This is an optimization exercise on Yosys and OpenROAD, whose aim is small area, a short achievable clock period and few clock cycles per item, not a production implementation. Only simulation tests tie the RTL to the original design; equivalence was not proved. No activity file was given, so power comes from the tool's default toggle rates.

## rev 12
Design systolic_matrix_mult, start of the top module:
module systolic_matrix_mult #(
    parameter DATA_WIDTH = 16,
    parameter FRAC_WIDTH = 8,
    parameter M = 4,
    parameter N = 4,
    parameter K = 4
)(
    input wire clk,
    input wire rst_n,
    input wire start,
    input wire signed [DATA_WIDTH-1:0] a_data,
    input wire [$clog2(M)-1:0] a_row,
    input wire [$clog2(K)-1:0] a_col,
    input wire a_valid,
    input wire signed [DATA_WIDTH-1:0] b_data,
    input wire [$clog2(K)-1:0] b_row,
    input wire [$clog2(N)-1:0] b_col,
    input wire b_valid,
    output reg signed [DATA_WIDTH-1:0] c_data,
    output reg [$clog2(M)-1:0] c_row,
    output reg [$clog2(N)-1:0] c_col,
    output reg c_valid,
    output reg done
);
    reg [15:0] mat_a [0:15];
    reg [15:0] mat_b [0:15];
    always @(posedge clk) begin
        if (a_valid) mat_a[{a_row, a_col}] <= a_data;
        if (b_valid) mat_b[{b_row, b_col}] <= b_data;
    end
    reg [2:0] a_cnt [0:3];
    reg [2:0] b_cnt [0:3];
    reg [15:0] issued;
    reg [3:0] a_full, b_full;
    reg [15:0] cand;
    reg [3:0] row_ok;
    reg [3:0] row_cand;
    reg pick_v;
    reg [1:0] pick_i, pick_j;
    reg [15:0] pick;
    integer x, y;
    always @(*) begin
        for (x = 0; x < 4; x = x + 1) a_full[x] = a_cnt[x][2];
        for (y = 0; y < 4; y = y + 1) b_full[y] = b_cnt[y][2];
        for (x = 0; x < 4; x = x + 1)
            for (y = 0; y < 4; y = y + 1)
                cand[x*4+y] = a_full[x] & b_full[y] & ~issued[x*4+y];
        for (x = 0; x < 4; x = x + 1) row_ok[x] = |cand[x*4 +: 4];
        pick_v = |row_ok;
        pick_i = row_ok[0] ? 2'd0 : row_ok[1] ? 2'd1 : row_ok[2] ? 2'd2 : 2'd3;
        row_cand = cand[pick_i*4 +: 4];
        pick_j = row_cand[0] ? 2'd0 : row_cand[1] ? 2'd1 : row_cand[2] ? 2'd2 : 2'd3;
        pick = pick_v ? (16'd1 << {pick_i, pick_j}) : 16'd0;
    end
    reg [3:0] n_issued;      
    wire pick_last = pick_v && (n_issued == 4'd15);
    always @(posedge clk or negedge rst_n) begin
        if (!rst_n) begin
            for (x = 0; x < 4; x = x + 1) a_cnt[x] <= 3'd0;
            for (y = 0; y < 4; y = y + 1) b_cnt[y] <= 3'd0;
            issued <= 16'd0;
            n_issued <= 4'd0;
        end else if (start) begin
            for (x = 0; x < 4; x = x + 1) a_cnt[x] <= 3'd0;
  ...
clock: 10.0 ns
lec_check: 0
cap_margin: 20
core_margin: 2
core_utilization: 30
slew_margin: 20
standard.sh (not shown) runs the stock make flow with config.mk's settings and CLKGATE_MAP_FILE= SYNTH_SCRIPT=/design/flow/synth_recipe.tcl, a recipe that flattens the netlist after the stock synthesis.
==> flow/flow/run.sh <==
#!/bin/bash
set -euo pipefail
margin=$(cat flow/margin.txt)
bash standard.sh SETUP_SLACK_MARGIN="$margin" finish > standard_flow.log 2>&1
==> flow/flow/margin.txt <==
6.6
Testbench counts of rev 12, summed over its fixed seeds: cycles 51,521, items 1,600.
--- input diff rev 12..rev 13 ---
- CORE_UTILIZATION now 40, was 30
==> flow/flow/margin.txt <==
6.8
[summary]
Reported for rev 13 and rev 12, maximum fanout along the worst path turned out identical to the last digit. Compared with rev 12, rev 13 shows post-placement setup slack higher by 0.15 ns. Rev 13: first-iteration DRC count is 219 higher than what rev 12 reported. Between rev 13 and rev 12, the difference in total power is negligible. In rev 13, die area is lower than in rev 12. Summary of the comparison: global-route usage is higher in rev 13, relative to rev 12.


== lane 1 ==
Another version of the RTL of systolic_matrix_mult (not shown whole).
Size in the first run: about 890 flip-flops, about 67 I/O pins, ~0.050 mm^2 of cells after synthesis.
==> flow/config.mk <==
export PLATFORM = sky130hd
export DESIGN_NAME = systolic_matrix_mult
export DESIGN_NICKNAME = systolic_matrix_mult
export VERILOG_FILES = /design/flow/design.v
export SDC_FILE = /design/flow/constraint.sdc
export NUM_CORES = 4
export LEC_CHECK = 0
export CAP_MARGIN = 20
export CORE_MARGIN = 2
export CORE_UTILIZATION = 30
export SETUP_SLACK_MARGIN = 5
export SLEW_MARGIN = 20
==> flow/constraint.sdc <==
create_clock -name core_clock -period 10.0 [get_ports {clk}]
set_input_delay 2.0000 -clock core_clock [delete_from_list [all_inputs] [get_ports {clk}]]
set_output_delay 2.0000 -clock core_clock [all_outputs]
set_load 0.01 [all_outputs]
run.sh (not shown) runs the stock make flow with config.mk's settings and CLKGATE_MAP_FILE= SYNTH_SCRIPT=/design/flow/synth_recipe.tcl, a recipe that flattens the netlist after the stock synthesis.
Stock flow here: none of the scripts above is used.
Testbench counts of lane 1, summed over its fixed seeds: cycles 49,921, items 1,600.
diff inputs: lane 1 => lane 2
- ABC_CLOCK_PERIOD_IN_PS now 3000, previously not set
==> notes.md <==
As far as number of placed I/O pins goes, lane 1 and lane 2 are indistinguishable; the numbers are identical.
As far as post-detailed-routing wire length goes, lane 2 and lane 1 are indistinguishable; the numbers are identical.
Peak supply drop: lane 2 vs lane 1, no meaningful difference
Distinct cell type count of the synthesized netlist came out exactly the same in lane 2 and lane 1.
Final critical-path setup slack: lane 1 vs lane 2 identical
Lane 1 -> lane 2: fmax delta 0, exact match
Diff lane 1..lane 2 | synthesis-to-finish area growth | unchanged
Lane 1 -> lane 2: share of cell area taken by multi-input logic gates delta 0, exact match
Lane 1 → lane 2: total net switching power held steady; via count level; largest fanout of any net on the critical path about even.


Another version of the RTL of systolic_matrix_mult (not shown whole).
Size in the first run: ~4000 cells after synthesis, ~920 flip-flops, ~67 I/O pins.
clock: 10.0 ns
lec_check: 0
cap_margin: 20
core_margin: 2
core_utilization: 40
cts_cluster_diameter: 120
cts_cluster_size: 28
slew_margin: 20
standard.sh (not shown) runs the stock make flow with config.mk's settings and CLKGATE_MAP_FILE= SYNTH_SCRIPT=/design/flow/synth_recipe.tcl, a recipe that flattens the netlist after the stock synthesis.
==> flow/flow/margin.txt <==
6.5
Scripts as last shown in full above: flow/flow/run.sh
The first run finished clean.
Testbench counts at the start, summed over its fixed seeds: cycles 51,521, items 1,600.
Then changed:
==> flow/flow/margin.txt (replaced) <==
6.6
- CORE_UTILIZATION: 40 -> 60
Outcome: Synthesized cell count stays the same. Synthesized area stays the same. Power rises by 1.5%. Sequential cell count stays the same. Core utilization came out higher by 23 points. Hold slack barely changes.


RTL: one of the versions met above, not the one the previous note started from.
Size: ~920 flip-flops, about 67 I/O pins.
==> flow/config.mk <==
export PLATFORM = sky130hd
export DESIGN_NAME = systolic_matrix_mult
export DESIGN_NICKNAME = systolic_matrix_mult
export VERILOG_FILES = /design/flow/design.v
export SDC_FILE = /design/flow/constraint.sdc
export NUM_CORES = 4
export LEC_CHECK = 0
export CAP_MARGIN = 20
export CORE_MARGIN = 2
export CORE_UTILIZATION = 50
export SLEW_MARGIN = 20
==> flow/constraint.sdc <==
create_clock -name core_clock -period 10.0 [get_ports {clk}]
set_input_delay 2.0000 -clock core_clock [delete_from_list [all_inputs] [get_ports {clk}]]
set_output_delay 2.0000 -clock core_clock [all_outputs]
set_load 0.01 [all_outputs]
==> flow/flow/margin.txt <==
6.7
Scripts as last shown in full above: flow/flow/run.sh
The baseline produced a clean layout.
Testbench counts at the start, summed over its fixed seeds: cycles 51,521, items 1,600.
Rerun with:
==> flow/flow/margin.txt (replaced) <==
6.6
- CORE_UTILIZATION: 50 -> 40
Clock skew came out higher by 0.022 ns. Non-clock buffer count falls by 70. Routed wire length went up slightly. First-iteration DRC count stays flat. Global-route usage fell by 5.0 points.
Rerun with:
==> flow/flow/margin.txt (replaced) <==
7.0
- CORE_UTILIZATION: 40 -> 30
What happened: Sequential cell count is unchanged; via count grows by a little under a tenth; first-iteration DRC count grows by a few percent.
Rerun with:
==> flow/flow/margin.txt (replaced) <==
6.8
Effect: Core utilization decreases by 2.4 points. Wire length drops by 5.0%. Fmax climbs by 1.4%. Count of clock-buffer cells in the layout fell by 10.


Setup of green:
systolic_matrix_mult with an RTL version that a note above also has.
Size in the first run: roughly 4000 cells after synthesis, about 920 flip-flops, about 67 I/O pins.
## systolic_matrix_mult
module systolic_matrix_mult #(
    parameter DATA_WIDTH = 16,
    parameter FRAC_WIDTH = 8,
    parameter M = 4,
    parameter N = 4,
    parameter K = 4
)(
    input wire clk,
    input wire rst_n,
    input wire start,
    input wire signed [DATA_WIDTH-1:0] a_data,
    input wire [$clog2(M)-1:0] a_row,
    input wire [$clog2(K)-1:0] a_col,
    input wire a_valid,
    input wire signed [DATA_WIDTH-1:0] b_data,
    input wire [$clog2(K)-1:0] b_row,
    input wire [$clog2(N)-1:0] b_col,
    input wire b_valid,
    output reg signed [DATA_WIDTH-1:0] c_data,
    output reg [$clog2(M)-1:0] c_row,
    output reg [$clog2(N)-1:0] c_col,
    output reg c_valid,
    output reg done
);
clock: 10.0 ns
lec_check: 0
cap_margin: 20
core_margin: 2
core_utilization: 50
cts_cluster_diameter: 100
cts_cluster_size: 24
slew_margin: 20
==> flow/flow/margin.txt <==
6.6
Scripts as last shown in full above: flow/flow/run.sh
Testbench counts of green, summed over its fixed seeds: cycles 51,521, items 1,600.
Changes in orange relative to green:
-- flow/config.mk --
<<< green, line 8
export CAP_MARGIN = 20
export CORE_MARGIN = 2
export CORE_UTILIZATION = 50
export CTS_CLUSTER_DIAMETER = 100
export CTS_CLUSTER_SIZE = 24
export SLEW_MARGIN = 20
>>> orange, line 8
export CAP_MARGIN = 20
export CORE_MARGIN = 2
export CORE_UTILIZATION = 40
export CTS_CLUSTER_DIAMETER = 120
export CTS_CLUSTER_SIZE = 28
export SLEW_MARGIN = 20
Notes after the runs:
Critical path data arrival time (lower): orange. Non-clock buffer count, orange and green: lower on green. Taking green as the reference, in orange post-layout worst setup margin shows an increase of 6.6 ps, highest achievable clock rate shows no meaningful change, worst hold margin shows a reduction of 5.1 ps.

[afterwards: timing with drivers on the ports]
In the flow no input, the clock included, has a driving cell. The finished layouts below were timed again as built, in two steps. Step 1, drivers: a clkbuf_16 drives clk and a buf_2 each remaining input, both assumed. Step 2 also shifts input and output timing later by t, the mid clock arrival at the registers, as if the neighbouring blocks saw the same clock. Slacks: ideal ports / drivers / drivers and shift; pairs: ideal ports / drivers.
run | shift t [ns] | setup WS [ns] | clock arrival spread, ns | worst slew at a driven data input, ns
rev 12 | 0.740 | 6.492 / 6.532 / 5.792 | 0.064 / 0.063 | 0.08
rev 13 | 0.752 | 6.763 / 6.726 / 6.071 | 0.044 / 0.044 | 0.05
lane 1 | 0.740 | 5.520 / 5.520 / 5.520 | 0.023 / 0.023 | 0.07
lane 2 | 0.740 | 5.520 / 5.520 / 5.520 | 0.023 / 0.023 | 0.07
the first run of note 3 | 0.738 | 6.526 / 6.548 / 5.832 | 0.061 / 0.061 | 0.05
the second run of note 3 | 0.696 | 6.547 / 6.547 / 5.979 | 0.039 / 0.039 | 0.08
the first run of note 4 | 0.740 | 6.671 / 6.681 / 5.969 | 0.030 / 0.029 | 0.05
the second run of note 4 | 0.738 | 6.665 / 6.636 / 5.980 | 0.052 / 0.052 | 0.04
the third run of note 4 | 0.781 | 6.701 / 6.691 / 6.267 | 0.095 / 0.094 | 0.06
the fourth run of note 4 | 0.770 | 6.748 / 6.747 / 6.109 | 0.058 / 0.058 | 0.04
green | 0.727 | 6.583 / 6.583 / 5.994 | 0.053 / 0.054 | 0.04
orange | 0.697 | 6.590 / 6.590 / 5.944 | 0.034 / 0.034 | 0.04
After both steps setup and hold are still met in every run listed. For the first run of note 4, which loses most, drivers alone change the setup slack by +0.010 ns; drivers and shift together by -0.702 ns.
